Context: an optimization exercise on an open-source flow, tuned for small area, a short achievable clock period and few clock cycles. The choices shown serve that exercise and are no tape-out recipe.
Function was checked by simulation only, so behaviour that the tests miss may differ from the original.
Power and IR drop assume default switching activity.

==> design.v <==
module ks_add(input logic [31:0] a, input logic [31:0] b, input logic cin,
              output logic [31:0] s, output logic co);
    logic [32:0] g0, p0, g1, p1, g2, p2, g3, p3, g4, p4, g5, p5;
    assign g0 = {a & b, cin};
    assign p0 = {a ^ b, 1'b0};
    ks_level #(.D(1))  l1(.gi(g0), .pi(p0), .go(g1), .po(p1));
    ks_level #(.D(2))  l2(.gi(g1), .pi(p1), .go(g2), .po(p2));
    ks_level #(.D(4))  l3(.gi(g2), .pi(p2), .go(g3), .po(p3));
    ks_level #(.D(8))  l4(.gi(g3), .pi(p3), .go(g4), .po(p4));
    ks_level #(.D(16)) l5(.gi(g4), .pi(p4), .go(g5), .po(p5));
    assign s  = p0[32:1] ^ g5[31:0];
    assign co = g5[32] | (p5[32] & cin);
endmodule
module ks_level #(parameter int D = 1)
    (input logic [32:0] gi, input logic [32:0] pi, output logic [32:0] go, output logic [32:0] po);
    assign go[D-1:0] = gi[D-1:0];
    assign po[D-1:0] = pi[D-1:0];
    assign go[32:D]  = gi[32:D] | (pi[32:D] & gi[32-D:0]);
    assign po[32:D]  = pi[32:D] & pi[32-D:0];
endmodule
module ALU(input logic [31:0] a, input logic [31:0] b, input logic cin,
           input logic [4:0] shamt, input logic [3:0] op,
           output logic [31:0] sum, output logic [31:0] y,
           output logic eq, output logic lt, output logic ltu);
    logic        co;
    logic [31:0] sh;
    ks_add add(.a(a), .b(b), .cin(cin), .s(sum), .co(co));
    assign ltu = ~co;
    assign lt  = (a[31] != b[31]) ? sum[31] : a[31];
    assign eq  = &(a ^ b);
    logic        left;
    logic [31:0] ar, sr;
    assign left = (op[2:0] == 3'd1);
    for (genvar i = 0; i < 32; i++) begin : rev
        assign ar[i] = left ? a[31 - i] : a[i];
        assign sh[i] = left ? sr[31 - i] : sr[i];
    end
    assign sr = 32'($signed({op[3] & a[31], ar}) >>> shamt);
    always_comb begin
        case (op[2:0])
            3'd0: y = sum;
            3'd2: y = {31'b0, lt};
            3'd3: y = {31'b0, ltu};
            3'd4: y = a ^ b;
            3'd6: y = a | b;
            3'd7: y = a & b;
            default: y = sh;
        endcase
    end
endmodule
module regfile(input logic clk, input logic wenable,
input logic [4:0] rs1, input logic [4:0] rs2,
input logic [4:0] rd, input logic [31:0] wdata,
output logic [31:0] rd1, output logic [31:0] rd2);
    logic [31:0] regs [1:31];
    logic [31:0] rf [0:31];
    always_comb begin
        rf[0] = 32'b0;
        for (int i = 1; i < 32; i++) rf[i] = regs[i];
    end
    assign rd1 = rf[rs1];
    assign rd2 = rf[rs2];
    always_ff @(posedge clk) begin
        for (int i = 1; i < 32; i++)
            if (wenable && (rd == i[4:0])) regs[i] <= wdata;
    end
endmodule
module cpu_top_pipeline(input logic clk, input logic reset,
output logic [31:0] pc, input logic [31:0] instr,
output logic [31:0] dmem_addr, output logic [31:0] dmem_wdata, output logic dmem_we, input logic [31:0] dmem_rdata,
output logic [31:0] reg_write_data,output logic [4:0] reg_write_addr,
output logic reg_debug);
logic [31:0] a_e, b_e, s_e;
logic [4:0]  rd_e;
logic [3:0]  aluop_e;
logic [2:0]  f3_e;
logic        wr_e, st_e, ld_e, sel_s_e, jalr_e, br_e, pred_e, cin_e;
logic        fal_e, far_e, fbl_e, fbr_e, fsl_e, fsr_e;
logic [4:0]  shamt_e;
logic [31:0] res_m, s_m;
logic [4:0]  rd_m;
logic        wr_m, st_m, ld_m;
logic [31:0] result_m;
assign dmem_addr  = res_m;
assign dmem_wdata = s_m;
assign dmem_we    = st_m;
assign result_m = ld_m ? dmem_rdata : res_m;
logic [31:0] a, b, s, sum, alu_y, res_e, target;
logic [4:0]  shamt;
logic        taken, redirect, lt, ltu, eq;
assign a = fal_e ? dmem_rdata : (far_e ? res_m : a_e);
assign b = fbl_e ? (dmem_rdata ^ {32{cin_e}}) : (fbr_e ? (res_m ^ {32{cin_e}}) : b_e);
assign s = fsl_e ? dmem_rdata : (fsr_e ? res_m : s_e);
assign shamt = fbl_e ? dmem_rdata[4:0] : (fbr_e ? res_m[4:0] : shamt_e);
ALU alu(.a(a), .b(b), .cin(cin_e), .shamt(shamt), .op(aluop_e), .sum(sum), .y(alu_y),
        .eq(eq), .lt(lt), .ltu(ltu));
assign res_e = sel_s_e ? s_e : alu_y;
always_comb begin
    case (f3_e)
        3'd0: taken = eq;
        3'd1: taken = ~eq;
        3'd4: taken = lt;
        3'd5: taken = ~lt;
        3'd6: taken = ltu;
        default: taken = ~ltu;
    endcase
end
assign redirect = jalr_e | (br_e & (taken ^ pred_e));
assign target   = jalr_e ? {sum[31:1], 1'b0} : s_e;
logic [6:0]  opc;
logic [4:0]  rs1, rs2, rd;
logic [2:0]  f3;
logic        is_lui, is_auipc, is_jal, is_jalr, is_br, is_ld, is_st, is_op, is_opimm;
logic [31:0] imm_i, imm_s, imm_b, imm_u, imm_j;
logic [31:0] rf1, rf2, rv1, rv2;
logic [31:0] pc4, pc_jb;
logic        sub, predict, use_rs2;
logic        e1, e2, m1, m2;
assign opc = instr[6:0];
assign rd  = instr[11:7];
assign f3  = instr[14:12];
assign rs1 = instr[19:15];
assign rs2 = instr[24:20];
assign is_lui   = (opc[6:2] == 5'b01101);
assign is_auipc = (opc[6:2] == 5'b00101);
assign is_jal   = (opc[6:2] == 5'b11011);
assign is_jalr  = (opc[6:2] == 5'b11001);
assign is_br    = (opc[6:2] == 5'b11000);
assign is_ld    = (opc[6:2] == 5'b00000);
assign is_st    = (opc[6:2] == 5'b01000);
assign is_opimm = (opc[6:2] == 5'b00100);
assign is_op    = (opc[6:2] == 5'b01100);
assign imm_i = {{20{instr[31]}}, instr[31:20]};
assign imm_s = {{20{instr[31]}}, instr[31:25], instr[11:7]};
assign imm_b = {{19{instr[31]}}, instr[31], instr[7], instr[30:25], instr[11:8], 1'b0};
assign imm_u = {instr[31:12], 12'b0};
assign imm_j = {{11{instr[31]}}, instr[31], instr[19:12], instr[20], instr[30:21], 1'b0};
regfile register_file(
    .clk(clk), .wenable(wr_m),
    .rs1(rs1), .rs2(rs2),
    .rd(rd_m), .wdata(result_m),
    .rd1(rf1), .rd2(rf2)
);
assign e1 = wr_e & (rd_e == rs1);
assign e2 = wr_e & (rd_e == rs2);
assign m1 = wr_m & (rd_m == rs1);
assign m2 = wr_m & (rd_m == rs2);
assign rv1 = m1 ? result_m : rf1;
assign rv2 = m2 ? result_m : rf2;
assign pc4   = pc + 32'd4;
ks_add add_jb(.a(pc), .b(instr[3] ? imm_j : imm_b), .cin(1'b0), .s(pc_jb), .co());
assign sub = is_br | (is_op & ((f3 == 3'd0) ? instr[30] : (f3[2:1] == 2'b01))) |
             (is_opimm & (f3[2:1] == 2'b01));
assign use_rs2 = is_op | is_br;
assign predict = is_jal | (is_br & (instr[31] | f3[0]));
logic [31:0] pc_pred, pc_redir;
logic        redir_q;
assign pc = redir_q ? pc_redir : pc_pred;
always_ff @(posedge clk or posedge reset) begin
    if (reset) begin
        pc_pred <= 32'b0;
        redir_q <= 1'b0;
    end else begin
        pc_pred <= predict ? pc_jb : pc4;
        redir_q <= redirect;
    end
end
always_ff @(posedge clk) pc_redir <= target;
always_ff @(posedge clk or posedge reset) begin
    if (reset) begin
        wr_e   <= 1'b0;
        st_e   <= 1'b0;
        jalr_e <= 1'b0;
        br_e   <= 1'b0;
        wr_m   <= 1'b0;
        st_m   <= 1'b0;
    end else begin
        wr_e   <= ~redirect & (rd != 5'd0) & ~is_br & ~is_st;
        st_e   <= ~redirect & is_st;
        jalr_e <= ~redirect & is_jalr;
        br_e   <= ~redirect & is_br;
        wr_m   <= wr_e;
        st_m   <= st_e;
    end
end
always_ff @(posedge clk) begin
    rd_e    <= rd;
    f3_e    <= f3;
    pred_e  <= instr[31] | f3[0];
    ld_e    <= is_ld;
    sel_s_e <= is_lui | is_jal | is_jalr;
    aluop_e <= {is_op ? instr[30] : (is_opimm & (f3 == 3'd5) & instr[30]),
                (is_op | is_opimm) ? f3 : 3'd0};
    cin_e   <= sub;
    fal_e   <= e1 & ~is_auipc & ld_e;
    far_e   <= e1 & ~is_auipc & ~ld_e;
    fbl_e   <= e2 & use_rs2 & ld_e;
    fbr_e   <= e2 & use_rs2 & ~ld_e;
    fsl_e   <= e2 & is_st & ld_e;
    fsr_e   <= e2 & is_st & ~ld_e;
    a_e     <= is_auipc ? pc : rv1;
    b_e     <= use_rs2 ? (sub ? ~rv2 : rv2) :
               (is_opimm & sub) ? ~imm_i :
               is_st ? imm_s : (is_auipc ? imm_u : imm_i);
    shamt_e <= is_op ? rv2[4:0] : instr[24:20];
    s_e     <= is_st ? rv2 :
               is_br ? (predict ? pc4 : pc_jb) :
               is_lui ? imm_u : pc4;
    rd_m    <= rd_e;
    ld_m    <= ld_e;
    res_m   <= res_e;
    s_m     <= s;
end
assign reg_debug      = wr_m;
assign reg_write_addr = rd_m;
assign reg_write_data = result_m;
endmodule
==> flow/run.sh <==
#!/bin/bash
set -euo pipefail
export BUFFER_PORTS_ARGS="-buffer_cell sky130_fd_sc_hd__buf_2"
export CTS_ARGS="-sink_clustering_enable -repair_clock_nets -dont_use_dummy_load -buf_list {sky130_fd_sc_hd__clkbuf_4 sky130_fd_sc_hd__clkbuf_8}"
bash standard.sh > standard.log 2>&1
==> standard.sh <==
#!/bin/bash
# synth_recipe.tcl (not shown) runs the flow's synth.tcl, then flattens the netlist and writes it again
# the make line also repeats each setting of config.mk as NAME=value (left out here)
make -C /OpenROAD-flow-scripts/flow DESIGN_CONFIG=/design/flow/config.mk WORK_HOME=/design/flow/orfs CLKGATE_MAP_FILE= SYNTH_SCRIPT=/design/flow/synth_recipe.tcl "${@:-finish}"
==> config.mk <==
export PLATFORM = sky130hd
export DESIGN_NAME = cpu_top_pipeline
export DESIGN_NICKNAME = cpu_top_pipeline
export VERILOG_FILES = /design/flow/design.v
export SDC_FILE = /design/flow/constraint.sdc
export NUM_CORES = 4
export LEC_CHECK = 0
export CAP_MARGIN = 20
export CORE_MARGIN = 2
export CORE_UTILIZATION = 35
export PLACE_DENSITY = 0.5
export SETUP_SLACK_MARGIN = 4.2
export SLEW_MARGIN = 20
export TNS_END_PERCENT = 5
==> constraint.sdc <==
create_clock -name core_clock -period 8.0 [get_ports {clk}]
set_input_delay 1.6000 -clock core_clock [delete_from_list [all_inputs] [get_ports {clk}]]
set_output_delay 1.6000 -clock core_clock [all_outputs]
set_load 0.01 [all_outputs]
==> run_results.csv, run 1 <==
group,metric,value,unit
drt,wl_per_cell,43.4,um
sta,period_share,0.550,
critical_path,path_cells,"buf_2 > nand3b_1 > nor2_4 > buf_4 > a22o_1 > a221oi_1 > nand3_1 > nor3_2 > nor2_1 > a21oi_1 > o21ai_0",
sta,rsz0062_at_grt,"yes",
cells_and_area,multi_input_area,27200,um2
critical_path,crit_buf_inv,2,
sta,post-route-min-period,4.40,ns
min_path,holdCritPathClass,"flop to flop",
sta,finalMaxSlewViolations,0,
logic_synthesis,yosys_warnings,5,
logic_synthesis,avgSynthCellArea,11.4,um2
outcome,status,"no timing/DRC/antenna violations",
drt,dr.pass1.iters,10,
clock_network,clkTransAtPathRegs,0.05,ns
power,power,20500,uW
power,power.density,280,nW/um2
clock_network,ctsHoldBuffers,0,
sta,setup_slack,3.60,ns
logic_synthesis,netlist_area,62600,um2
placed_design,place_area,67600,um2
placed_design,hpwl,218000,um
logic_synthesis,synthDistinctLibCells,102,
drt,drc_errors,0,
logic_synthesis,synth_top_family_by_area,"compound AO/OA/AOI/OAI gates",
sta,setup_viol,0,
placed_design,place.gp.congestion,1.02,
cells_and_area,final-instance-count-excl-fill,8239,
logic_synthesis,synth_seq_cells,1256,
logic_synthesis,synth_nets,5656,
sta,clock.fmax,227,MHz
logic_synthesis,synth-simple-area-share,0.0910,
cells_and_area,drive_gt1_frac,0.210,
logic_synthesis,yosys_most_used_dff,"edfxtp_1",
logic_synthesis,synth_edf_count,992,
critical_path,worst_path_dominant_cell_family,"simple AND/OR/NAND/NOR gates",
sta,tightestPinTransition,1.20,ns
drt,drt-initial-drc-count,11500,
flow_run,cap_violations,0,
floorplanning,die_h,427,um
critical_path,cp_data_arrival_time,5.14,ns
logic_synthesis,synthMuxAreaShare,0.0471,
cells_and_area,ff_latch_area,35300,um2
global_routing,antenna_found_initial,22,
floorplanning,fp.dieW,427,um
clock_network,htreeDepth,4,
logic_synthesis,synth-compound-area-share,0.222,
critical_path,critPathLaunch,"instr[15]",
clock_network,cts-root-buf,"clkbuf_8",
drt,drtAntennaViolNets,0,
sta,finalClockSkew,0.122,ns
cells_and_area,nNetsFinal,6040,
global_routing,grt_max_degree,65,
cells_and_area,finalInstanceArea,73400,um2
global_routing,grt_pass1_wl,472000,um
clock_network,numCtsBuffers,210,
critical_path,startpoint_type,"primary input",
logic_synthesis,synth_cells,5492,
global_routing,overflow,0,
logic_synthesis,yosys.area_share.adder,0.0198,
critical_path,r2r-start,"far_e",
cells_and_area,fillers,16900,
logic_synthesis,synth_xor_xnor_area_share,0.0222,
cells_and_area,areaGrowthSynthToFinish,17.1,%
critical_path,crit_path_top_delay_cell,"nor2_4",
sta,relSlewSlack,0.198,
floorplanning,initial_core_util,0.351,
placed_design,placedCellCount,7872,
global_routing,grt_usage,0.380,
global_routing,grt_pass1_vias,54200,
drt,wirelength,357000,um
critical_path,crit_type,"primary input to flop",
logic_synthesis,synth_seq_area_share,0.563,
min_path,min_from,"st_e",
critical_path,cp.required,8.75,ns
floorplanning,core.rowCount,155,
placed_design,pre_cts_slack,1.94,ns
drt,viasPerCell,7.01,
floorplanning,ios,201,
clock_network,clock_latency,1.03,ns
sta,fin_tns_setup,0,ns
power,vdd_drop_max,153,uV
sta,finalHoldViolations,0,
critical_path,max_stage_delay,0.78,ns
power,p_leak,0.0257,uW
drt,dr_total_vias,57800,
clock_network,clock_sinks,1256,
logic_synthesis,async_flop_share,0.0311,
floorplanning,coreArea,178000,um2
clock_network,cts_tree,"yes",
floorplanning,dieArea,182000,um2
critical_path,crit_fanout,13,
placed_design,io_buffers,198,
critical_path,setup.worst_path.end_class,"flop",
clock_network,cts_buffer_depth,3,
## layout make-up
type | instances | area share
Sequential cell | 1256 | 0.481
Multi-Input combinational cell | 3707 | 0.371
Timing Repair Buffer | 576 | 0.0614
Tap cell | 2355 | 0.0402
Clock buffer | 210 | 0.0394
Inverter | 124 | 0.00675
Antenna cell | 10 | 0.000341
Timing Repair inverter | 1 | 0.000119
## placed cells by master, fill, tap and decap left out, drive strengths merged, types with 11 or more instances in the layout
master and count:
xor2 76, nand3b 11, inv 121, a21oi 252, o21a 44, o22ai 50, nor2b 17, o21bai 12
dfrtp 39, clkbuf 213, ha 96, mux2 102, or2 12, mux4 14, a222oi 66, and3 16
a221o 15, nand4 64, nand3 139, nand2 522, or3 11, o221ai 18, buf 572, xnor2 82
o211ai 20, nor2 298, nor4 34, mux2i 139, o21ai 274, a22o 163, nand2b 26, a221oi 186
a22oi 639, edfxtp 992, a211oi 28, a21o 71, nor3 87, dfxtp 225
## cells in the mapped netlist, types with 16 or more instances
| cell type | instances | area, um2 |
|---|---|---|
| inv_1 | 122 | 458 |
| mux2_2 | 87 | 980 |
| and3_1 | 16 | 100 |
| a222oi_1 | 66 | 661 |
| buf_1 | 34 | 128 |
| xor2_1 | 76 | 666 |
| mux2i_1 | 130 | 1300 |
| o21a_1 | 43 | 323 |
| nor4_1 | 34 | 213 |
| nand2b_1 | 26 | 163 |
| a22o_1 | 163 | 1430 |
| nand3_1 | 139 | 696 |
| nor2b_1 | 16 | 100 |
| nand2_1 | 522 | 1960 |
| a211oi_1 | 28 | 210 |
| o22ai_1 | 50 | 313 |
| a22oi_1 | 639 | 4800 |
| nand4_1 | 64 | 400 |
| a21o_1 | 71 | 533 |
| dfrtp_1 | 39 | 976 |
| o221ai_1 | 18 | 158 |
| xnor2_1 | 81 | 709 |
| nor2_1 | 296 | 1110 |
| o211ai_1 | 20 | 150 |
| a221oi_1 | 183 | 1600 |
| ha_1 | 96 | 1200 |
| o21ai_0 | 261 | 1310 |
| clkbuf_1 | 341 | 1280 |
| edfxtp_1 | 992 | 29800 |
| a21oi_1 | 248 | 1240 |
| nor3_1 | 86 | 430 |
| dfxtp_1 | 225 | 4500 |
## metal layers
| layer | up-vias | global-route usage | wire (um) |
|---|---|---|---|
| li1 | 22300 | - | - |
| met1 | 28200 | 0.459 | 124000 |
| met2 | 5654 | 0.563 | 151000 |
| met3 | 1625 | 0.129 | 49700 |
| met4 | 18 | 0.280 | 32400 |
| met5 | - | 0 | 138 |
## through the flow
stage	hold slack, ns	utilization
3_5_place_dp	0.350	0.379
4_1_cts	0.360	0.409
2_1_floorplan	0.331	-
5_1_grt	0.367	0.411
3_3_place_gp	0.357	0.379
6_report	0.358	0.412
## state kept, by name, summed over array words and instances (netlist names), 3 cells and up
register	count
pc_redir	32
s_e	32
register_file.regs	992
s_m	32
f3_e	3
rd_e	5
res_m	32
rd_m	5
shamt_e	5
pc_pred	32
a_e	32
aluop_e	4
b_e	32
## repair_timing
item                                    CTS  global route
cloned                                   11             0
endpoints found under the setup margin  247           206
buffers inserted                        123            13
resized for setup                       267            70
pin swaps                                51            23
## path summary, 6_finish.rpt
path	cells after the start	endpoint	slack (ns)
min in group asynchronous	3	st_m	0.84
setup reg to reg	17	st_e	3.80
max in group asynchronous	3	redir_q	6.61
hold reg to reg	0	st_m	0.36
setup / recovery	11	a_e[25]	3.60
hold / removal	0	st_m	0.36
## kinds of logic (layout without fill, tap and decap cells)
logic type	count (synthesis)	after routing
flip-flops	1256	1256
adder cells (fa/ha/maj)	98	98
buffers and inverters	534	911
AO/OA/AOI/OAI	1924	1924
AND/OR/NAND/NOR	1271	1272
XOR/XNOR	158	158
other	0	10
multiplexers	251	255
## power by group
group / total, uW / leakage (uW) / switching [uW] / internal, uW
Combinational: 6640 / 0.0129 / 4530 / 2110
Sequential: 9130 / 0.0113 / 739 / 8390
Clock: 4770 / 0.00151 / 2480 / 2290
Total: 20500 / 0.0257 / 7760 / 12800
Testbench counts, summed over its fixed seeds: cycles 451,214.
==> inputs of run 2 (changes only) <==
--- a/design.v
+++ b/design.v
@@ -19,34 +19,27 @@
     assign po[32:D]  = pi[32:D] & pi[32-D:0];
 endmodule
 module ALU(input logic [31:0] a, input logic [31:0] b, input logic cin,
-           input logic [4:0] shamt, input logic [3:0] op,
+           input logic [4:0] shamt, input logic sra, input logic [8:0] sel,
+           input logic [31:0] s,
            output logic [31:0] sum, output logic [31:0] y,
            output logic eq, output logic lt, output logic ltu);
     logic        co;
-    logic [31:0] sh;
+    logic [31:0] sl, sr;
     ks_add add(.a(a), .b(b), .cin(cin), .s(sum), .co(co));
     assign ltu = ~co;
     assign lt  = (a[31] != b[31]) ? sum[31] : a[31];
     assign eq  = &(a ^ b);
-    logic        left;
-    logic [31:0] ar, sr;
-    assign left = (op[2:0] == 3'd1);
-    for (genvar i = 0; i < 32; i++) begin : rev
-        assign ar[i] = left ? a[31 - i] : a[i];
-        assign sh[i] = left ? sr[31 - i] : sr[i];
-    end
-    assign sr = 32'($signed({op[3] & a[31], ar}) >>> shamt);
-    always_comb begin
-        case (op[2:0])
-            3'd0: y = sum;
-            3'd2: y = {31'b0, lt};
-            3'd3: y = {31'b0, ltu};
-            3'd4: y = a ^ b;
-            3'd6: y = a | b;
-            3'd7: y = a & b;
-            default: y = sh;
-        endcase
-    end
+    assign sl = a << shamt;
+    assign sr = 32'($signed({sra & a[31], a}) >>> shamt);
+    assign y = ({32{sel[0]}} & sum) |
+               {31'b0, sel[1] & lt} |
+               {31'b0, sel[2] & ltu} |
+               ({32{sel[3]}} & (a ^ b)) |
+               ({32{sel[4]}} & (a | b)) |
+               ({32{sel[5]}} & (a & b)) |
+               ({32{sel[6]}} & sl) |
+               ({32{sel[7]}} & sr) |
+               ({32{sel[8]}} & s);
 endmodule
 module regfile(input logic clk, input logic wenable,
 input logic [4:0] rs1, input logic [4:0] rs2,
@@ -72,9 +65,9 @@
 output logic reg_debug);
 logic [31:0] a_e, b_e, s_e;
 logic [4:0]  rd_e;
-logic [3:0]  aluop_e;
-logic [2:0]  f3_e;
-logic        wr_e, st_e, ld_e, sel_s_e, jalr_e, br_e, pred_e, cin_e;
+logic [8:0]  sel_e;
+logic        sra_e, beq_e, blt_e, bltu_e, binv_e;
+logic        wr_e, st_e, ld_e, jalr_e, br_e, cin_e;
 logic        fal_e, far_e, fbl_e, fbr_e, fsl_e, fsr_e;
 logic [4:0]  shamt_e;
 logic [31:0] res_m, s_m;
@@ -85,27 +78,17 @@
 assign dmem_wdata = s_m;
 assign dmem_we    = st_m;
 assign result_m = ld_m ? dmem_rdata : res_m;
-logic [31:0] a, b, s, sum, alu_y, res_e, target;
+logic [31:0] a, b, s, sum, res_e, target;
 logic [4:0]  shamt;
 logic        taken, redirect, lt, ltu, eq;
 assign a = fal_e ? dmem_rdata : (far_e ? res_m : a_e);
 assign b = fbl_e ? (dmem_rdata ^ {32{cin_e}}) : (fbr_e ? (res_m ^ {32{cin_e}}) : b_e);
 assign s = fsl_e ? dmem_rdata : (fsr_e ? res_m : s_e);
 assign shamt = fbl_e ? dmem_rdata[4:0] : (fbr_e ? res_m[4:0] : shamt_e);
-ALU alu(.a(a), .b(b), .cin(cin_e), .shamt(shamt), .op(aluop_e), .sum(sum), .y(alu_y),
-        .eq(eq), .lt(lt), .ltu(ltu));
-assign res_e = sel_s_e ? s_e : alu_y;
-always_comb begin
-    case (f3_e)
-        3'd0: taken = eq;
-        3'd1: taken = ~eq;
-        3'd4: taken = lt;
-        3'd5: taken = ~lt;
-        3'd6: taken = ltu;
-        default: taken = ~ltu;
-    endcase
-end
-assign redirect = jalr_e | (br_e & (taken ^ pred_e));
+ALU alu(.a(a), .b(b), .cin(cin_e), .shamt(shamt), .sra(sra_e), .sel(sel_e), .s(s_e),
+        .sum(sum), .y(res_e), .eq(eq), .lt(lt), .ltu(ltu));
+assign taken = (beq_e & eq) | (blt_e & lt) | (bltu_e & ltu);
+assign redirect = jalr_e | (br_e & (taken ^ binv_e));
 assign target   = jalr_e ? {sum[31:1], 1'b0} : s_e;
 logic [6:0]  opc;
 logic [4:0]  rs1, rs2, rd;
@@ -114,7 +97,7 @@
 logic [31:0] imm_i, imm_s, imm_b, imm_u, imm_j;
 logic [31:0] rf1, rf2, rv1, rv2;
 logic [31:0] pc4, pc_jb;
-logic        sub, predict, use_rs2;
+logic        sub, predict, use_rs2, is_alu;
 logic        e1, e2, m1, m2;
 assign opc = instr[6:0];
 assign rd  = instr[11:7];
@@ -152,6 +135,7 @@
 assign sub = is_br | (is_op & ((f3 == 3'd0) ? instr[30] : (f3[2:1] == 2'b01))) |
              (is_opimm & (f3[2:1] == 2'b01));
 assign use_rs2 = is_op | is_br;
+assign is_alu  = is_op | is_opimm;
 assign predict = is_jal | (is_br & (instr[31] | f3[0]));
 logic [31:0] pc_pred, pc_redir;
 logic        redir_q;
@@ -185,12 +169,17 @@
 end
 always_ff @(posedge clk) begin
     rd_e    <= rd;
-    f3_e    <= f3;
-    pred_e  <= instr[31] | f3[0];
     ld_e    <= is_ld;
-    sel_s_e <= is_lui | is_jal | is_jalr;
-    aluop_e <= {is_op ? instr[30] : (is_opimm & (f3 == 3'd5) & instr[30]),
-                (is_op | is_opimm) ? f3 : 3'd0};
+    beq_e   <= (f3[2:1] == 2'b00);
+    blt_e   <= (f3[2:1] == 2'b10);
+    bltu_e  <= (f3[2:1] == 2'b11);
+    binv_e  <= f3[0] ^ predict;
+    sra_e   <= instr[30];
+    sel_e   <= {is_lui | is_jal | is_jalr,
+                is_alu & (f3 == 3'd5), is_alu & (f3 == 3'd1), is_alu & (f3 == 3'd7),
+                is_alu & (f3 == 3'd6), is_alu & (f3 == 3'd4), is_alu & (f3 == 3'd3),
+                is_alu & (f3 == 3'd2),
+                ~(is_alu | is_lui | is_jal | is_jalr) | (is_alu & (f3 == 3'd0))};
     cin_e   <= sub;
     fal_e   <= e1 & ~is_auipc & ld_e;
     far_e   <= e1 & ~is_auipc & ~ld_e;
--- a/config.mk
+++ b/config.mk
@@ -11,4 +11,3 @@
 export PLACE_DENSITY = 0.5
 export SETUP_SLACK_MARGIN = 4.2
 export SLEW_MARGIN = 20
-export TNS_END_PERCENT = 5
==> run 2 against run 1 <==
  * Die area grew 0.64%
  * Design area is 9.1% higher
  * Setup slack better by 0.043 ns
  * Power is 16% higher
  * Critical path depth stayed put
  * Maximum frequency up 1.0%
==> run_results.csv, run 2 <==
group,metric,value,unit
drt,drc_errors,0,
logic_synthesis,avgSynthCellArea,11.1,um2
critical_path,crit_fanout,6,
clock_network,cts-root-buf,"clkbuf_8",
logic_synthesis,yosys-top-cells-area,"edfxtp_1 47%, a22oi_1 7.9%, dfxtp_1 7.3%",
clock_network,cts_tree,"yes",
floorplanning,ios,201,
outcome,status,"no timing/DRC/antenna violations",
critical_path,max_stage_delay,0.83,ns
min_path,holdCritPathClass,"flop to flop",
floorplanning,dieArea,184000,um2
drt,drtAntennaViolNets,0,
critical_path,cp_data_arrival_time,5.22,ns
global_routing,grt_max_degree,80,
cells_and_area,final_common_cell,"edfxtp_1",
critical_path,crit_type,"flop to flop",
power,p_leak,0.0286,uW
critical_path,path_common_cell,"a21oi_1",
logic_synthesis,synthDistinctLibCells,86,
sta,post-route-min-period,4.35,ns
cells_and_area,areaGrowthSynthToFinish,26.9,%
logic_synthesis,synth_edf_count,992,
flow_run,cap_violations,0,
power,vdd_drop_max,151,uV
logic_synthesis,synth_most_common_cell,"edfxtp_1",
sta,setup_slack,3.65,ns
clock_network,clock_latency,1.02,ns
global_routing,antenna_found_initial,25,
drt,drt-initial-drc-count,12500,
logic_synthesis,synthTopCellsByCount,"992 x edfxtp_1, 663 x a22oi_1, 545 x nand2_1, 332 x clkbuf_1, 330 x nor2_1",
sta,fin_tns_setup,0,ns
sta,period_share,0.544,
placed_design,place_area,68400,um2
logic_synthesis,netlist_area,63000,um2
placed_design,place.gp.congestion,1.02,
critical_path,cp.required,8.87,ns
global_routing,overflow,0,
drt,viasPerCell,7.14,
logic_synthesis,yosys_warnings,4,
drt,wl_per_cell,45.3,um
placed_design,hpwl,232000,um
power,power.density,298,nW/um2
floorplanning,fp.dieW,428,um
cells_and_area,nNetsFinal,6567,
clock_network,htreeDepth,4,
power,power,23800,uW
cells_and_area,largest_reg_flops,992,
critical_path,crit_path_top_delay_cell,"o21ai_2",
floorplanning,coreArea,179000,um2
cells_and_area,drive_gt1_frac,0.272,
min_path,hold_depth,0,
logic_synthesis,synth_nets,5843,
cells_and_area,finalInstanceArea,80000,um2
sta,finalClockSkew,0.135,ns
clock_network,clock_sinks,1261,
sta,setup_viol,0,
sta,clock.fmax,230,MHz
logic_synthesis,async_flop_share,0.0309,
clock_network,ctsHoldBuffers,0,
floorplanning,die_h,428,um
logic_synthesis,synth_cells,5679,
global_routing,grt_usage,0.407,
sta,rsz0062_at_grt,"yes",
logic_synthesis,synth_area_leader_cell,"edfxtp_1",
placed_design,io_buffers,198,
drt,dr.pass1.iters,10,
sta,finalHoldViolations,0,
cells_and_area,most-common-layout-cells,"992 x edfxtp_1, 654 x a22oi_1, 593 x buf_4, 533 x nand2_1, 252 x o21ai_0",
clock_network,clkTransAtPathRegs,0.05,ns
sta,finalMaxSlewViolations,0,
clock_network,cts_buffer_depth,3,
floorplanning,core.rowCount,155,
placed_design,pre_cts_slack,2.02,ns
drt,dr_total_vias,62600,
global_routing,grt_pass1_vias,57200,
cells_and_area,largest_register,"register_file.regs",
logic_synthesis,synth_seq_cells,1261,
critical_path,startpoint_type,"flop",
sta,relSlewSlack,0.192,
critical_path,path_cells,"mux2i_1 > o21ai_2 > ha_4 > a21oi_1 > a21oi_1 > a211o_1 > inv_1 > o211ai_1 > and4b_1 > a2111o_1 > nor3_2",
critical_path,worstRegToRegCells,11,
critical_path,setup.worst_path.end_class,"flop",
critical_path,ff2ff_setup_slack,3.65,ns
drt,wirelength,397000,um
floorplanning,initial_core_util,0.353,
sta,tightestPinTransition,1.21,ns
clock_network,numCtsBuffers,216,
logic_synthesis,yosysTopAreaCellShare,0.472,
logic_synthesis,synth_seq_area_share,0.561,
global_routing,grt_pass1_wl,510000,um
logic_synthesis,yosys_most_used_dff,"edfxtp_1",
==> run 2: cell types whose count changed after synthesis, moves of 28 or more <==
| cell | before | now |
|---|---|---|
| o211ai_1 | 20 | 59 |
| xor2_1 | 76 | 31 |
| a21oi_1 | 248 | 291 |
| buf_2 | 15 | 47 |
| o21ai_0 | 261 | 289 |
| nor2_1 | 296 | 330 |
==> run 2: cell type report <==
class | instances | area, um2
Fill cell | 16700 | 98800
Clock buffer | 216 | 2970
Sequential cell | 1261 | 35400
Multi-Input combinational cell | 3877 | 29100
Antenna cell | 18 | 45.0
Tap cell | 2355 | 2950
Inverter | 115 | 463
Timing Repair Buffer | 932 | 9040
==> run 2: worst paths after layout <==
kind	from	to
max	res_m[29]	jalr_e
min	st_e	st_m
max reg2reg	res_m[29]	jalr_e
min reg2reg	st_e	st_m
max in group asynchronous	reset	redir_q
min in group asynchronous	reset	pc_pred[0]
==> run 2: worst max-delay path, delay by kind of cell (launching register included) <==
kind,cells,cell delay [ns]
fa+ha+maj,1,0.35
compound gates,6,2.47
buf+inv,1,0.07
simple gates,2,0.42
flops,1,0.73
mux,1,0.23
==> run 2: repair_timing <==
action                                 CTS  global route
cloned                                  24            26
gates resized for setup                533           304
setup endpoints to repair              245           182
buffers inserted                       231           206
endpoints found under the hold margin    0             0
pin swaps                               73            79
==> run 2: per-stage QoR <==
stage | std cells | hold slack (ns) | util
floorplan | 5679 | 0.331 | -
global placement | 8052 | 0.340 | 0.383
detailed placement | 8053 | 0.347 | 0.383
CTS | 8524 | 0.358 | 0.427
global route | 8761 | 0.360 | 0.447
finish | 8774 | 0.363 | 0.447
==> run 2: where the power goes <==
| group | internal [uW] | switching [uW] | leakage (uW) |
|---|---|---|---|
| sequential | 8420 | 930 | 0.0114 |
| clock | 2350 | 2580 | 0.00155 |
| combinational | 3700 | 5850 | 0.0156 |
| total | 14500 | 9370 | 0.0286 |
==> run 2: metal layers <==
| layer | GRT usage | up-vias | wire [um] |
|---|---|---|---|
| li1 | - | 23700 | - |
| met1 | 0.476 | 30700 | 133000 |
| met2 | 0.590 | 6216 | 162000 |
| met3 | 0.159 | 2025 | 59900 |
| met4 | 0.334 | 28 | 42600 |
| met5 | 0 | - | 185 |
==> run 2: cell families (layout without fill, tap and decap cells) <==
logic type / count (synthesis) / count (layout) / synth area share
muxes: 225 / 233 / 0.0382
DFF: 1261 / 1261 / 0.561
xor gates and xnor gates: 139 / 139 / 0.0193
buffers and inverters: 551 / 1263 / 0.0345
other: 0 / 18 / 0
and+or+nand+nor: 1371 / 1373 / 0.0987
adders and majority gates: 98 / 98 / 0.0197
AOI/OAI and AO/OA: 2034 / 2034 / 0.229
Testbench counts of run 2, summed over its fixed seeds: cycles 451,214.
==> inputs of run 3 (changes only) <==
--- a/config.mk
+++ b/config.mk
@@ -11,3 +11,4 @@
 export PLACE_DENSITY = 0.5
 export SETUP_SLACK_MARGIN = 4.2
 export SLEW_MARGIN = 20
+export TNS_END_PERCENT = 5
==> run 3 against run 2 <==
  * Sequential share of layout area increased by 3.5 points
  * Wire length decreased by 7.3%
  * Clock-buffer cell count increased by 1
  * Critical endpoint is now a_e[17]
  * Largest cell class unchanged
  * Highest routed layer unchanged
==> run_results.csv, run 3 <==
group,metric,value,unit
outcome,status,"no timing/DRC/antenna violations",
clock_network,numCtsBuffers,217,
cells_and_area,fillers,17100,
power,power,21100,uW
flow_run,cap_violations,0,
logic_synthesis,synth_seq_cells,1261,
floorplanning,coreArea,179000,um2
power,vdd_drop_max,159,uV
global_routing,grt_max_degree,80,
power,seq_power_share,0.439,
drt,dr.pass1.iters,9,
clock_network,clkTransAtPathRegs,0.06,ns
cells_and_area,final_common_cell,"edfxtp_1",
logic_synthesis,synth_edf_count,992,
critical_path,path_common_cell,"buf_4",
global_routing,grt_pass1_wl,485000,um
clock_network,clock_latency,1.03,ns
sta,rsz0062_at_grt,"yes",
sta,fin_tns_setup,0,ns
sta,clock.fmax,228,MHz
logic_synthesis,synthTopCellsByCount,"992 x edfxtp_1, 663 x a22oi_1, 545 x nand2_1, 332 x clkbuf_1, 330 x nor2_1",
critical_path,ff2ff_setup_slack,3.90,ns
sta,relSlewSlack,0.205,
global_routing,antenna_found_initial,26,
logic_synthesis,yosys-top-cells-area,"edfxtp_1 47%, a22oi_1 7.9%, dfxtp_1 7.3%",
power,power.density,284,nW/um2
critical_path,max_stage_delay,0.51,ns
power,p_leak,0.0257,uW
sta,finalClockSkew,0.148,ns
clock_network,clock_sinks,1261,
placed_design,place.gp.congestion,1.02,
logic_synthesis,yosys_warnings,4,
cells_and_area,drive_gt1_frac,0.206,
drt,drtAntennaViolNets,0,
critical_path,crit_buf_inv,3,
cells_and_area,largest_reg_flops,992,
drt,drt-initial-drc-count,11700,
sta,finalMaxSlewViolations,0,
sta,setup_viol,0,
critical_path,cp.required,8.72,ns
sta,finalHoldViolations,0,
floorplanning,ios,201,
logic_synthesis,synthDistinctLibCells,86,
clock_network,cts_buffer_depth,3,
power,p_sw_frac,0.386,
logic_synthesis,avgSynthCellArea,11.1,um2
logic_synthesis,async_flop_share,0.0309,
min_path,min_from,"st_e",
min_path,holdCritPathClass,"flop to flop",
power,pwr-share-comb,0.329,
floorplanning,dieArea,184000,um2
drt,drc_errors,0,
critical_path,crit_fanout,20,
logic_synthesis,netlist_area,63000,um2
global_routing,grt_pass1_vias,55200,
cells_and_area,most-common-layout-cells,"992 x edfxtp_1, 653 x a22oi_1, 538 x nand2_1, 311 x buf_4, 259 x o21ai_0",
placed_design,pre_cts_slack,2.06,ns
floorplanning,fp.dieW,428,um
min_path,hold_depth,0,
logic_synthesis,synth_area_leader_cell,"edfxtp_1",
floorplanning,die_h,428,um
critical_path,cp_data_arrival_time,5.10,ns
sta,tightestPinTransition,1.19,ns
critical_path,worstRegToRegCells,15,
min_path,worstHoldEndpoint,"st_m",
critical_path,r2r_end,"s_e[23]",
clock_network,ctsHoldBuffers,0,
logic_synthesis,yosysTopAreaCellShare,0.472,
power,clockPowerShare,0.232,
critical_path,critPathLaunch,"instr[18]",
critical_path,path_cells,"buf_2 > nand2b_4 > nor2_4 > buf_4 > buf_4 > a22o_1 > a221oi_1 > nand4_1 > nor3_1 > nor2_1 > a211oi_1 > a21oi_1",
sta,period_share,0.548,
power,net-switching-power,8140,uW
global_routing,overflow,0,
sta,setup_slack,3.62,ns
clock_network,cts_tree,"yes",
logic_synthesis,yosys_most_used_dff,"edfxtp_1",
global_routing,grt_usage,0.386,
cells_and_area,areaGrowthSynthToFinish,17.6,%
logic_synthesis,synth_nets,5843,
clock_network,htreeDepth,4,
logic_synthesis,synth_seq_area_share,0.561,
power,internal-power,12900,uW
critical_path,crit_type,"primary input to flop",
floorplanning,initial_core_util,0.353,
critical_path,crit_path_top_delay_cell,"nor3_1",
cells_and_area,nNetsFinal,6197,
clock_network,cts-root-buf,"clkbuf_8",
floorplanning,core.rowCount,155,
cells_and_area,largest_register,"register_file.regs",
critical_path,startpoint_type,"primary input",
placed_design,io_buffers,198,
logic_synthesis,synth_cells,5679,
drt,dr_total_vias,59400,
logic_synthesis,synth_most_common_cell,"edfxtp_1",
drt,viasPerCell,7.07,
drt,wirelength,368000,um
critical_path,r2r-start,"redir_q",
drt,wl_per_cell,43.8,um
critical_path,worst_path_dominant_cell_family,"compound AO/OA/AOI/OAI gates",
critical_path,setup.worst_path.end_class,"flop",
placed_design,hpwl,229000,um
sta,post-route-min-period,4.38,ns
[run 3: cell counts after synthesis]
No cell type changed its count.
[run 3: final cells by class]
class                   count  area [um2]  share of cell area
diodes                     21        52.6            0.000709
clock buffers             217        2990              0.0403
inverters                 115         437             0.00589
multi-input cells        3868       27800               0.375
flip-flops and latches   1261       35400               0.477
well taps                2355        2950              0.0397
repair buffers            570        4490              0.0605
[run 3: power groups by stage]
stage | registers [uW] | clock network [uW] | logic [uW]
2_1_floorplan | 8900 | 0 | 3230
3_3_place_gp | 9290 | 0 | 6150
3_5_place_dp | 9290 | 0 | 6140
4_1_cts | 9200 | 4890 | 6600
5_1_grt | 9230 | 5140 | 7150
6_report | 9250 | 4890 | 6920
[run 3: kinds of logic after synthesis]
family	Yosys count	share of synthesized area
flops	1261	0.561
mux	225	0.0382
compound gates	2034	0.229
buf+inv	551	0.0345
fa+ha+maj	98	0.0197
simple gates	1371	0.0987
xor+xnor	139	0.0193
[run 3: worst max path at each step]
stage                               to  slack [ns]  cells past startpoint
final                          a_e[17]        3.62                     12
after global routing           s_e[23]        3.77                     13
after CTS                      b_e[25]        3.87                     11
after detailed placement        a_e[5]        2.06                     11
after global placement          a_e[5]        2.08                     11
after floorplan           pc_redir[30]        3.65                     18
[run 3: through the flow]
stage	hold slack, ns	cell area [um2]	std cells	utilization
after floorplan	0.331	63300	5679	-
after global placement	0.338	68000	8021	0.380
after detailed placement	0.336	68000	8022	0.380
after CTS	0.360	73400	8347	0.410
after global routing	0.379	74100	8392	0.414
final	0.364	74200	8407	0.415
[run 3: layer usage]
metal,up-vias,track usage,share of wire
li1,22900,-,-
met1,29000,0.454,0.34
met2,5700,0.572,0.42
met3,1730,0.131,0.13
met4,20,0.313,0.10
met5,-,0,0.00074
[run 3: repair_timing]
item                                   4_1_cts  5_1_grt
pin swaps                                   50       34
endpoints found under the hold margin        0        0
gates cloned                                 6        1
setup endpoints to repair                  257      225
buffers inserted                           102       37
gates resized for setup                    302       75
[run 3: worst reg2reg max path, cell delays in order (launching register included)]
cell and delay, ns:
dfrtp_4 0.56, buf_16 0.21, mux2i_4 0.23, inv_1 0.17
ha_4 0.17, inv_2 0.04, fa_2 0.35, nor2b_1 0.16
o31a_1 0.32, o21ai_1 0.12, o211ai_1 0.32, a21oi_2 0.14
o21ai_2 0.24, xor2_1 0.16, a222oi_1 0.58, mux2i_1 0.15
==> inputs of run 4 (changes only) <==
--- a/config.mk
+++ b/config.mk
@@ -7,8 +7,7 @@
 export LEC_CHECK = 0
 export CAP_MARGIN = 20
 export CORE_MARGIN = 2
-export CORE_UTILIZATION = 35
-export PLACE_DENSITY = 0.5
+export CORE_UTILIZATION = 45
+export PLACE_DENSITY = 0.6
 export SETUP_SLACK_MARGIN = 4.2
 export SLEW_MARGIN = 20
-export TNS_END_PERCENT = 5
==> run 4 against run 3 <==
  * Final cell count fell by 2.9%
  * Via count rose by 7.1%
  * Area after synthesis did not move
  * Critical path depth rose by 4
  * Combinational power rose by 25%
  * Highest routed layer unchanged
==> run_results.csv, run 4 <==
group,metric,value,unit
power,pwr-share-comb,0.379,
critical_path,setup.worst_path.end_class,"flop",
logic_synthesis,avgSynthCellArea,11.1,um2
global_routing,grt_pass1_vias,58000,
logic_synthesis,synth_most_common_cell,"edfxtp_1",
global_routing,antenna_found_initial,42,
logic_synthesis,synth_top_family_by_area,"compound AO/OA/AOI/OAI gates",
critical_path,path_cells,"mux2_2 > mux2i_1 > buf_4 > inv_1 > ha_2 > nand3_4 > o211ai_1 > a21oi_2 > o41ai_4 > buf_4 > a2111oi_4 > o31ai_4 > o21ai_2 > and4b_1 > a2111o_2 > nor3_2",
sta,rsz0062_at_grt,"yes",
critical_path,crit_buf_inv,3,
power,p_sw_frac,0.393,
clock_network,cts_tree,"yes",
sta,finalClockSkew,0.122,ns
sta,setup_viol,0,
critical_path,crit_type,"flop to flop",
power,net-switching-power,8960,uW
cells_and_area,nNetsFinal,6426,
logic_synthesis,synth_area_leader_cell,"edfxtp_1",
drt,dr_total_vias,63600,
critical_path,max_stage_delay,0.80,ns
critical_path,path_common_cell,"buf_4",
logic_synthesis,synthTopCellsByCount,"992 x edfxtp_1, 663 x a22oi_1, 545 x nand2_1, 332 x clkbuf_1, 330 x nor2_1",
placed_design,place_area,67300,um2
logic_synthesis,synth_seq_cells,1261,
power,power.density,292,nW/um2
sta,clock.fmax,225,MHz
drt,topRoutingLayerUsed,"met5",
floorplanning,dieArea,143000,um2
cells_and_area,finalInstanceArea,77900,um2
drt,wirelength,374000,um
cells_and_area,most-common-layout-cells,"992 x edfxtp_1, 655 x a22oi_1, 535 x nand2_1, 469 x buf_4, 251 x o21ai_0",
critical_path,r2r-start,"res_m[9]",
clock_network,ctsHoldBuffers,0,
power,vdd_drop_max,241,uV
logic_synthesis,synth-simple-area-share,0.0987,
critical_path,cp.required,8.84,ns
floorplanning,ios,201,
critical_path,startpoint_type,"flop",
sta,finalMaxSlewViolations,0,
floorplanning,coreArea,139000,um2
clock_network,htreeDepth,4,
power,p_leak,0.0277,uW
outcome,status,"no timing/DRC/antenna violations",
flow_run,cap_violations,0,
power,clockPowerShare,0.209,
cells_and_area,areaGrowthSynthToFinish,23.6,%
min_path,hold_depth,0,
clock_network,clock_latency,0.99,ns
logic_synthesis,synth_seq_area_share,0.561,
logic_synthesis,synth_cells,5679,
critical_path,r2r_end,"jalr_e",
clock_network,numCtsBuffers,205,
sta,relSlewSlack,0.190,
sta,period_share,0.555,
clock_network,cts_buffer_depth,3,
sta,finalHoldViolations,0,
cells_and_area,drive_gt1_frac,0.255,
power,seq_power_share,0.412,
global_routing,grt_max_degree,65,
drt,drc_errors,0,
clock_network,clock_sinks,1261,
placed_design,io_buffers,198,
critical_path,cp_data_arrival_time,5.28,ns
logic_synthesis,synth-compound-area-share,0.229,
drt,drt-initial-drc-count,14700,
logic_synthesis,yosys-top-cells-area,"edfxtp_1 47%, a22oi_1 7.9%, dfxtp_1 7.3%",
logic_synthesis,yosys_most_used_dff,"edfxtp_1",
drt,wirelength_met1,116000,um
logic_synthesis,netlist_area,63000,um2
drt,met2_length,145000,um
floorplanning,initial_core_util,0.452,
logic_synthesis,synth_edf_count,992,
min_path,min_from,"st_e",
min_path,holdCritPathClass,"flop to flop",
placed_design,hpwl,207000,um
cells_and_area,largest_register,"register_file.regs",
drt,wl_per_cell,45.8,um
logic_synthesis,synth_xor_xnor_area_share,0.0193,
global_routing,grt_pass1_wl,489000,um
logic_synthesis,async_flop_share,0.0309,
placed_design,pre_cts_slack,1.92,ns
drt,drtAntennaViolNets,0,
sta,setup_slack,3.56,ns
logic_synthesis,synth_nets,5843,
critical_path,crit_fanout,7,
global_routing,grt_usage,0.506,
power,internal-power,13800,uW
clock_network,clkTransAtPathRegs,0.07,ns
global_routing,overflow,0,
critical_path,worst_path_dominant_cell_family,"compound AO/OA/AOI/OAI gates",
drt,dr.pass1.iters,11,
floorplanning,core.rowCount,137,
cells_and_area,final_common_cell,"edfxtp_1",
critical_path,worstRegToRegCells,16,
sta,tightestPinTransition,1.22,ns
logic_synthesis,yosysTopAreaCellShare,0.472,
drt,dr_wl_met3,66500,um
placed_design,place.gp.congestion,1.03,
sta,fin_tns_setup,0,ns
sta,post-route-min-period,4.44,ns
critical_path,crit_path_top_delay_cell,"dfxtp_1",
logic_synthesis,yosys.area_share.adder,0.0197,
cells_and_area,largest_reg_flops,992,
logic_synthesis,synthMuxAreaShare,0.0382,
floorplanning,fp.dieW,378,um
clock_network,cts-root-buf,"clkbuf_8",
floorplanning,die_h,378,um
min_path,worstHoldEndpoint,"st_m",
logic_synthesis,synthDistinctLibCells,86,
drt,viasPerCell,7.80,
logic_synthesis,yosys_warnings,4,
critical_path,ff2ff_setup_slack,3.56,ns
-- run 4: what timing repair did --
action	4_1_cts	5_1_grt
pin swaps	75	66
setup buffers	258	108
setup endpoints to repair	250	203
gates resized for setup	573	227
gates cloned	42	6
-- run 4: cell families after synthesis --
| kind of cell | after synthesis |
|---|---|
| AND/OR/NAND/NOR | 1371 |
| adder cells (fa/ha/maj) | 98 |
| flip-flops | 1261 |
| AO/OA/AOI/OAI | 2034 |
| buffers and inverters | 551 |
| multiplexers | 225 |
| XOR/XNOR | 139 |
-- run 4: layer usage --
layer | vias to the layer above | GRT usage
met2 | 7308 | 0.697
met1 | 30300 | 0.553
met4 | 42 | 0.440
met3 | 2575 | 0.284
met5 | - | 0.0312
li1 | 23400 | -
-- run 4: cell type report --
| cell class | count | area (um2) |
|---|---|---|
| tap | 1876 | 2350 |
| fill | 11900 | 61400 |
| clock buffer | 205 | 2820 |
| sequential | 1261 | 35400 |
| antenna | 27 | 67.6 |
| inverter | 115 | 447 |
| multi-input combinational | 3888 | 29100 |
| timing repair buffer | 791 | 7710 |
-- run 4: worst max path at each step --
stage / from / endpoint / slack (ns) / cells after the start
5_1_grt: far_e / jalr_e / 3.48 / 18
4_1_cts: far_e / br_e / 3.71 / 17
3_5_place_dp: instr[20] / b_e[3] / 1.92 / 11
6_report: res_m[9] / jalr_e / 3.56 / 16
2_1_floorplan: dmem_rdata[4] / pc_redir[30] / 3.65 / 18
3_3_place_gp: instr[20] / b_e[3] / 1.88 / 11
-- run 4: stage by stage --
step | cells | total power [uW] | hold WS (ns) | utilization
2_1_floorplan | 5679 | 12200 | 0.331 | -
3_3_place_gp | 7516 | 15200 | 0.383 | 0.483
3_5_place_dp | 7517 | 15200 | 0.382 | 0.483
4_1_cts | 8022 | 21600 | 0.387 | 0.543
5_1_grt | 8144 | 23000 | 0.403 | 0.559
6_report | 8163 | 22800 | 0.387 | 0.559
-- run 4: power groups by stage --
| stage | clock [uW] | combinational, uW | sequential (uW) |
|---|---|---|---|
| 3_5_place_dp | 0 | 6020 | 9220 |
| 2_1_floorplan | 0 | 3310 | 8900 |
| 4_1_cts | 4680 | 7630 | 9240 |
| 5_1_grt | 4960 | 8740 | 9340 |
| 6_report | 4760 | 8630 | 9400 |
| 3_3_place_gp | 0 | 5990 | 9220 |
==> inputs of run 5 (changes only) <==
--- a/design.v
+++ b/design.v
@@ -200,7 +200,12 @@
     res_m   <= res_e;
     s_m     <= s;
 end
-assign reg_debug      = wr_m;
-assign reg_write_addr = rd_m;
-assign reg_write_data = result_m;
-endmodule
+always_ff @(posedge clk or posedge reset) begin
+    if (reset) reg_debug <= 1'b0;
+    else       reg_debug <= wr_m;
+end
+always_ff @(posedge clk) begin
+    reg_write_addr <= rd_m;
+    reg_write_data <= result_m;
+end
+endmodule
--- a/config.mk
+++ b/config.mk
@@ -7,7 +7,8 @@
 export LEC_CHECK = 0
 export CAP_MARGIN = 20
 export CORE_MARGIN = 2
-export CORE_UTILIZATION = 45
-export PLACE_DENSITY = 0.6
+export CORE_UTILIZATION = 35
+export PLACE_DENSITY = 0.5
 export SETUP_SLACK_MARGIN = 4.2
 export SLEW_MARGIN = 20
+export TNS_END_PERCENT = 5
==> run 5 against run 4 <==
  * Still clean
  * Critical path depth fell by 4
  * Register-to-register slack improved by 0.33 ns
  * Flip-flop and latch count rose by 38
  * Critical path type is now primary input to flop
==> run_results.csv, run 5 <==
group,metric,value,unit
power,p_leak,0.0264,uW
sta,clock.fmax,230,MHz
placed_design,place_area,68900,um2
logic_synthesis,synth_nets,5881,
cells_and_area,final-instance-count-excl-fill,8525,
floorplanning,dieArea,186000,um2
logic_synthesis,yosys-top-cells-area,"edfxtp_1 47%, dfxtp_1 8.4%, a22oi_1 7.8%",
sta,relSlewSlack,0.163,
sta,tightestPinTransition,1.25,ns
power,power.density,285,nW/um2
floorplanning,ios,201,
flow_run,cap_violations,0,
critical_path,crit_path_top_delay_cell,"a21oi_1",
global_routing,grt_max_degree,66,
clock_network,clkTransAtPathRegs,0.06,ns
logic_synthesis,synth_seq_cells,1299,
cells_and_area,final_common_cell,"edfxtp_1",
logic_synthesis,synth_seq_area_share,0.566,
floorplanning,fp.dieW,431,um
min_path,holdCritPathClass,"flop to flop",
logic_synthesis,yosysTopAreaCellShare,0.467,
logic_synthesis,netlist_area,63800,um2
clock_network,cts-root-buf,"clkbuf_8",
cells_and_area,fin_util,0.420,
sta,fin_tns_setup,0,ns
cells_and_area,nNetsFinal,6304,
min_path,min_from,"st_e",
sta,rsz0062_at_grt,"yes",
global_routing,antenna_found_initial,18,
drt,drtAntennaViolNets,0,
logic_synthesis,synth_area_leader_cell,"edfxtp_1",
logic_synthesis,synth_most_common_cell,"edfxtp_1",
drt,dr_total_vias,59800,
critical_path,r2r_end,"res_m[20]",
outcome,status,"no timing/DRC/antenna violations",
sta,finalMaxSlewViolations,0,
critical_path,crit_type,"primary input to flop",
logic_synthesis,synthTopCellsByCount,"992 x edfxtp_1, 663 x a22oi_1, 545 x nand2_1, 332 x clkbuf_1, 330 x nor2_1",
cells_and_area,largest_register,"register_file.regs",
floorplanning,core.rowCount,156,
critical_path,worst_path_dominant_cell_family,"simple AND/OR/NAND/NOR gates",
floorplanning,coreArea,181000,um2
clock_network,clock_sinks,1299,
critical_path,cp_data_arrival_time,5.17,ns
drt,dr.pass1.iters,11,
floorplanning,initial_core_util,0.353,
clock_network,cts_tree,"yes",
power,power,21700,uW
critical_path,worstRegToRegCells,18,
global_routing,grt_pass1_wl,488000,um
sta,finalHoldViolations,0,
drt,wirelength,375000,um
critical_path,startpoint_type,"primary input",
global_routing,grt_pass1_vias,55700,
sta,post-route-min-period,4.35,ns
placed_design,hpwl,228000,um
logic_synthesis,synth_edf_count,992,
sta,setup_viol,0,
global_routing,overflow,0,
placed_design,placedCellCount,8066,
critical_path,max_stage_delay,0.68,ns
critical_path,cp.depth,12,
cells_and_area,largest_reg_flops,992,
critical_path,setup.worst_path.end_class,"flop",
critical_path,crit_fanout,24,
drt,drt-initial-drc-count,11300,
min_path,worstHoldEndpoint,"st_m",
logic_synthesis,synthDistinctLibCells,86,
cells_and_area,areaGrowthSynthToFinish,19.2,%
placed_design,io_buffers,198,
clock_network,clock_latency,1.01,ns
min_path,hold_depth,0,
drt,drc_errors,0,
critical_path,ff2ff_setup_slack,3.89,ns
sta,period_share,0.543,
logic_synthesis,synth_cells,5717,
cells_and_area,drive_gt1_frac,0.220,
placed_design,place.gp.congestion,0.985,
global_routing,grt_usage,0.386,
critical_path,cp.required,8.82,ns
logic_synthesis,async_flop_share,0.0308,
cells_and_area,finalInstanceArea,76100,um2
logic_synthesis,yosys_most_used_dff,"edfxtp_1",
logic_synthesis,avgSynthCellArea,11.2,um2
floorplanning,die_h,431,um
power,vdd_drop_max,192,uV
drt,viasPerCell,7.01,
drt,wl_per_cell,43.9,um
clock_network,cts_buffer_depth,3,
cells_and_area,most-common-layout-cells,"992 x edfxtp_1, 653 x a22oi_1, 532 x nand2_1, 360 x buf_4, 258 x dfxtp_1",
critical_path,path_cells,"buf_4 > buf_4 > or3b_2 > nor2_4 > buf_12 > a22oi_1 > nand4_1 > nor2_1 > a21oi_1 > a21oi_1 > xnor2_1 > o21ai_0",
sta,finalClockSkew,0.107,ns
logic_synthesis,yosys_warnings,4,
critical_path,r2r-start,"fbl_e",
critical_path,crit_buf_inv,3,
clock_network,htreeDepth,4,
clock_network,numCtsBuffers,223,
run 5: cell count changes after synthesis, sizes merged:
cell and delta:
dfxtp +37, dfrtp +1
run 5: where the power goes:
part	switching (uW)	leakage (uW)	total, uW	internal (uW)
clock network	2630	0.00160	5050	2430
registers	833	0.0117	9560	8730
logic	4920	0.0131	7060	2140
run 5: logic make-up (layout without fill, tap and decap cells):
family | Yosys count | after routing | synth area share
adders and majority gates | 98 | 98 | 0.0195
muxes | 225 | 225 | 0.0377
and+or+nand+nor | 1371 | 1373 | 0.0975
AOI/OAI and AO/OA | 2034 | 2035 | 0.226
other | 0 | 17 | 0
DFF | 1299 | 1299 | 0.566
buffers and inverters | 551 | 969 | 0.0340
xor gates and xnor gates | 139 | 139 | 0.0191
run 5: layout make-up:
cell class | count | area [um2]
multi-input cells | 3870 | 28100
inverters | 115 | 458
flip-flops and latches | 1299 | 36200
fillers | 17100 | 105000
diodes | 17 | 42.5
clock buffers | 223 | 3070
well taps | 2370 | 2970
repair buffers | 631 | 5220
run 5: stage by stage:
| step | setup slack (ns) | hold slack, ns |
|---|---|---|
| after floorplan | 3.65 | 0.329 |
| after global placement | 2.05 | 0.336 |
| after detailed placement | 2.04 | 0.337 |
| after CTS | 3.80 | 0.349 |
| after global routing | 3.84 | 0.353 |
| final | 3.65 | 0.348 |
run 5: worst max-delay path by stage:
stage / from / endpoint / slack, ns
4_1_cts: dmem_rdata[0] / jalr_e / 3.80
2_1_floorplan: dmem_rdata[4] / pc_redir[30] / 3.65
3_3_place_gp: instr[20] / s_e[15] / 2.05
6_report: instr[23] / b_e[26] / 3.65
3_5_place_dp: instr[20] / s_e[15] / 2.04
5_1_grt: fbl_e / jalr_e / 3.84
run 5: timing repair:
item | in CTS | in global routing
gates resized for setup | 238 | 203
endpoints found under the setup margin | 218 | 204
hold buffers | 0 | 0
setup buffers | 102 | 105
pin swaps | 42 | 77
hold endpoints to repair | 0 | 0
cloned | 8 | 4
run 5: metal layers:
layer / share of wire / wire length [um] / GRT usage
met5: 0.0018 / 670 / 0.00937
met4: 0.10 / 38200 / 0.303
met3: 0.13 / 48900 / 0.131
met2: 0.42 / 159000 / 0.579
met1: 0.34 / 128000 / 0.453
Testbench counts of run 5, summed over its fixed seeds: cycles 451,214.
==> inputs of run 6 (changes only) <==
--- a/config.mk
+++ b/config.mk
@@ -9,6 +9,6 @@
 export CORE_MARGIN = 2
 export CORE_UTILIZATION = 35
 export PLACE_DENSITY = 0.5
-export SETUP_SLACK_MARGIN = 4.2
+export SETUP_SLACK_MARGIN = 4.6
 export SLEW_MARGIN = 20
 export TNS_END_PERCENT = 5
==> run 6 against run 5 <==
  * Area after synthesis unchanged
  * Power is 0.39% higher
  * Flip-flop and latch count unchanged
  * Die area unchanged
  * Synthesized cell count is the same
  * Critical path type is now flop to flop
  * Largest cell class unchanged
  * Highest routed layer unchanged
==> run_results.csv, run 6 <==
group,metric,value,unit
outcome,status,"no timing/DRC/antenna violations",
logic_synthesis,synthTopCellsByCount,"992 x edfxtp_1, 663 x a22oi_1, 545 x nand2_1, 332 x clkbuf_1, 330 x nor2_1",
critical_path,cp_data_arrival_time,5.27,ns
floorplanning,coreArea,181000,um2
logic_synthesis,netlist_area,63800,um2
critical_path,max_stage_delay,0.84,ns
cells_and_area,areaGrowthSynthToFinish,20.0,%
global_routing,grt_pass1_wl,490000,um
clock_network,clock_latency,1.08,ns
sta,relSlewSlack,0.208,
critical_path,crit_path_top_delay_cell,"xor2_1",
logic_synthesis,yosys_most_used_dff,"edfxtp_1",
floorplanning,die_h,431,um
floorplanning,fp.dieW,431,um
power,p_leak,0.0268,uW
clock_network,numCtsBuffers,223,
drt,dr.pass1.iters,11,
logic_synthesis,synth_seq_cells,1299,
cells_and_area,largest_reg_flops,992,
critical_path,worstRegToRegCells,18,
sta,hold_slack,0.417,ns
logic_synthesis,synth_top_family_by_area,"compound AO/OA/AOI/OAI gates",
critical_path,setup.worst_path.end_class,"flop",
logic_synthesis,synth_edf_count,992,
logic_synthesis,avgSynthCellArea,11.2,um2
drt,drc_errors,0,
power,power.density,284,nW/um2
floorplanning,ios,201,
floorplanning,initial_core_util,0.353,
global_routing,grt_max_degree,80,
critical_path,cp.required,8.88,ns
global_routing,antenna_found_initial,14,
critical_path,startpoint_type,"flop",
logic_synthesis,yosys-top-cells-area,"edfxtp_1 47%, dfxtp_1 8.4%, a22oi_1 7.8%",
drt,drtAntennaViolNets,0,
global_routing,grt_usage,0.387,
logic_synthesis,synth_cells,5717,
floorplanning,dieArea,186000,um2
global_routing,overflow,0,
flow_run,cap_violations,0,
clock_network,clock_sinks,1299,
critical_path,path_cells,"buf_6 > buf_16 > buf_6 > buf_4 > mux2i_1 > o21ai_1 > buf_4 > ha_4 > nand4_1 > buf_4 > nor2_2 > o21a_1 > o21ai_2 > a21o_4 > o21ai_0 > xor2_1 > nand2_1 > nand3_1",
sta,finalMaxSlewViolations,0,
cells_and_area,drive_gt1_frac,0.228,
logic_synthesis,synthMuxAreaShare,0.0377,
drt,drt-initial-drc-count,11900,
drt,wl_per_cell,43.7,um
drt,met2_length,158000,um
drt,topRoutingLayerUsed,"met5",
critical_path,crit_type,"flop to flop",
drt,viasPerCell,7.04,
cells_and_area,most-common-layout-cells,"992 x edfxtp_1, 656 x a22oi_1, 535 x nand2_1, 410 x buf_4, 261 x o21ai_0",
drt,dr_wl_met3,52000,um
cells_and_area,largest_register,"register_file.regs",
sta,finalHoldViolations,0,
logic_synthesis,synth_most_common_cell,"edfxtp_1",
drt,wirelength,375000,um
logic_synthesis,synth_nets,5881,
sta,period_share,0.548,
placed_design,place.gp.congestion,1.03,
critical_path,worst_path_dominant_cell_family,"buffers and inverters",
placed_design,hpwl,229000,um
logic_synthesis,yosys_warnings,4,
clock_network,cts_tree,"yes",
critical_path,path_common_cell,"buf_4",
critical_path,crit_buf_inv,6,
logic_synthesis,synthDistinctLibCells,86,
critical_path,crit_fanout,9,
drt,dr_total_vias,60400,
cells_and_area,nNetsFinal,6366,
logic_synthesis,synth_area_leader_cell,"edfxtp_1",
placed_design,io_buffers,198,
logic_synthesis,yosys.area_share.adder,0.0195,
sta,tightestPinTransition,1.19,ns
clock_network,clkTransAtPathRegs,0.06,ns
clock_network,cts_buffer_depth,3,
sta,post-route-min-period,4.39,ns
global_routing,grt_pass1_vias,55800,
logic_synthesis,synth_seq_area_share,0.566,
logic_synthesis,synth-compound-area-share,0.226,
clock_network,cts-root-buf,"clkbuf_8",
sta,clock.fmax,228,MHz
sta,finalClockSkew,0.144,ns
logic_synthesis,synth_xor_xnor_area_share,0.0191,
logic_synthesis,async_flop_share,0.0308,
critical_path,cp.depth,18,
drt,wirelength_met1,126000,um
power,vdd_drop_max,158,uV
cells_and_area,final_common_cell,"edfxtp_1",
min_path,hold_depth,0,
sta,fin_tns_setup,0,ns
clock_network,htreeDepth,4,
min_path,holdCritPathClass,"flop to flop",
sta,rsz0062_at_grt,"yes",
logic_synthesis,synth-simple-area-share,0.0975,
sta,setup_viol,0,
floorplanning,core.rowCount,156,
logic_synthesis,yosysTopAreaCellShare,0.467,
[run 6: cell counts after synthesis]
No cell type changed its count.
[run 6: layout make-up]
| cell class | count | area (um2) |
|---|---|---|
| Sequential cell | 1299 | 36200 |
| Inverter | 115 | 452 |
| Timing Repair Buffer | 696 | 5810 |
| Multi-Input combinational cell | 3867 | 28100 |
| Antenna cell | 7 | 17.5 |
| Clock buffer | 223 | 3070 |
| Fill cell | 17100 | 104000 |
| Tap cell | 2370 | 2970 |
[run 6: where the power goes]
group / switching [uW] / leakage, uW / internal, uW
Clock: 2630 / 0.00160 / 2420
Combinational: 4900 / 0.0135 / 2170
Sequential: 902 / 0.0117 / 8730
[run 6: metal layers]
metal | vias up | GRT usage
met5 | - | 0
met4 | 20 | 0.309
met3 | 1728 | 0.133
met2 | 5729 | 0.574
met1 | 29600 | 0.455
li1 | 23300 | -
[run 6: kinds of logic (layout without fill, tap and decap cells)]
kind of cell,Yosys count,in the layout
adders and majority gates,98,98
AOI/OAI and AO/OA,2034,2034
xor gates and xnor gates,139,139
DFF,1299,1299
buffers and inverters,551,1034
and+or+nand+nor,1371,1371
muxes,225,225
other,0,7
[run 6: final timing paths]
| path | from | to | slack [ns] |
|---|---|---|---|
| worst min-delay path | st_e | st_m | 0.42 |
| min in group asynchronous | reset | pc_pred[5] | 0.74 |
| worst max register to register | far_e | res_m[24] | 3.61 |
| max in group asynchronous | reset | redir_q | 6.62 |
| worst min register to register | st_e | st_m | 0.42 |
| worst max-delay path | far_e | res_m[24] | 3.61 |
[run 6: what timing repair did]
item | in CTS | in global routing
setup endpoints to repair | 239 | 228
setup buffers | 140 | 119
pin swaps | 65 | 69
gates resized for setup | 250 | 232
cloned | 8 | 5
hold buffers | 0 | 0
[run 6: metrics by stage]
step                 util  area [um2]  std cells  setup slack, ns  power, uW
floorplan               -       64100       5717             3.65      12400
global placement    0.381       68900       8074             2.08      15700
detailed placement  0.381       68900       8074             2.06      15700
CTS                 0.412       74500       8445             3.83      21000
global route        0.423       76600       8571             3.68      22200
finish              0.423       76600       8577             3.61      21800

==> static timing again, ports no longer ideal <==
The results above use ideal ports. As a check the final layouts listed here were re-extracted and re-timed, cells and wires unchanged.
Step 1, drivers: a clkbuf_16 drives clk and a buf_2 each remaining input, both assumed.
Step 2 adds t to the input delays and takes it off the output delays; t is the mean of the earliest and latest rising clock arrival at the registers after step 1. Input paths then give back, and output paths get back, about the clock's delay inside the block.
a / b / c = ideal ports / drivers / drivers and shift; a / b = the first two.
run	t, ns	setup WS [ns]	hold WS [ns]	worst data-port slew with drivers (ns)
run 1	1.064	3.602 / 3.674 / 2.610	0.358 / 0.358 / 0.358	0.05
run 2	1.022	3.646 / 3.646 / 2.771	0.363 / 0.363 / 0.363	0.22
run 3	1.028	3.619 / 3.682 / 2.654	0.364 / 0.364 / 0.364	0.11
run 4	1.018	3.561 / 3.561 / 2.602	0.387 / 0.387 / 0.387	0.10
run 5	1.038	3.654 / 3.713 / 2.675	0.348 / 0.348 / 0.348	0.11
run 6	1.064	3.613 / 3.613 / 2.725	0.417 / 0.417 / 0.417	0.11
After both steps every run listed still meets setup and hold. For run 1, which loses most, drivers alone change the setup slack by +0.072 ns; drivers and shift together by -0.992 ns.
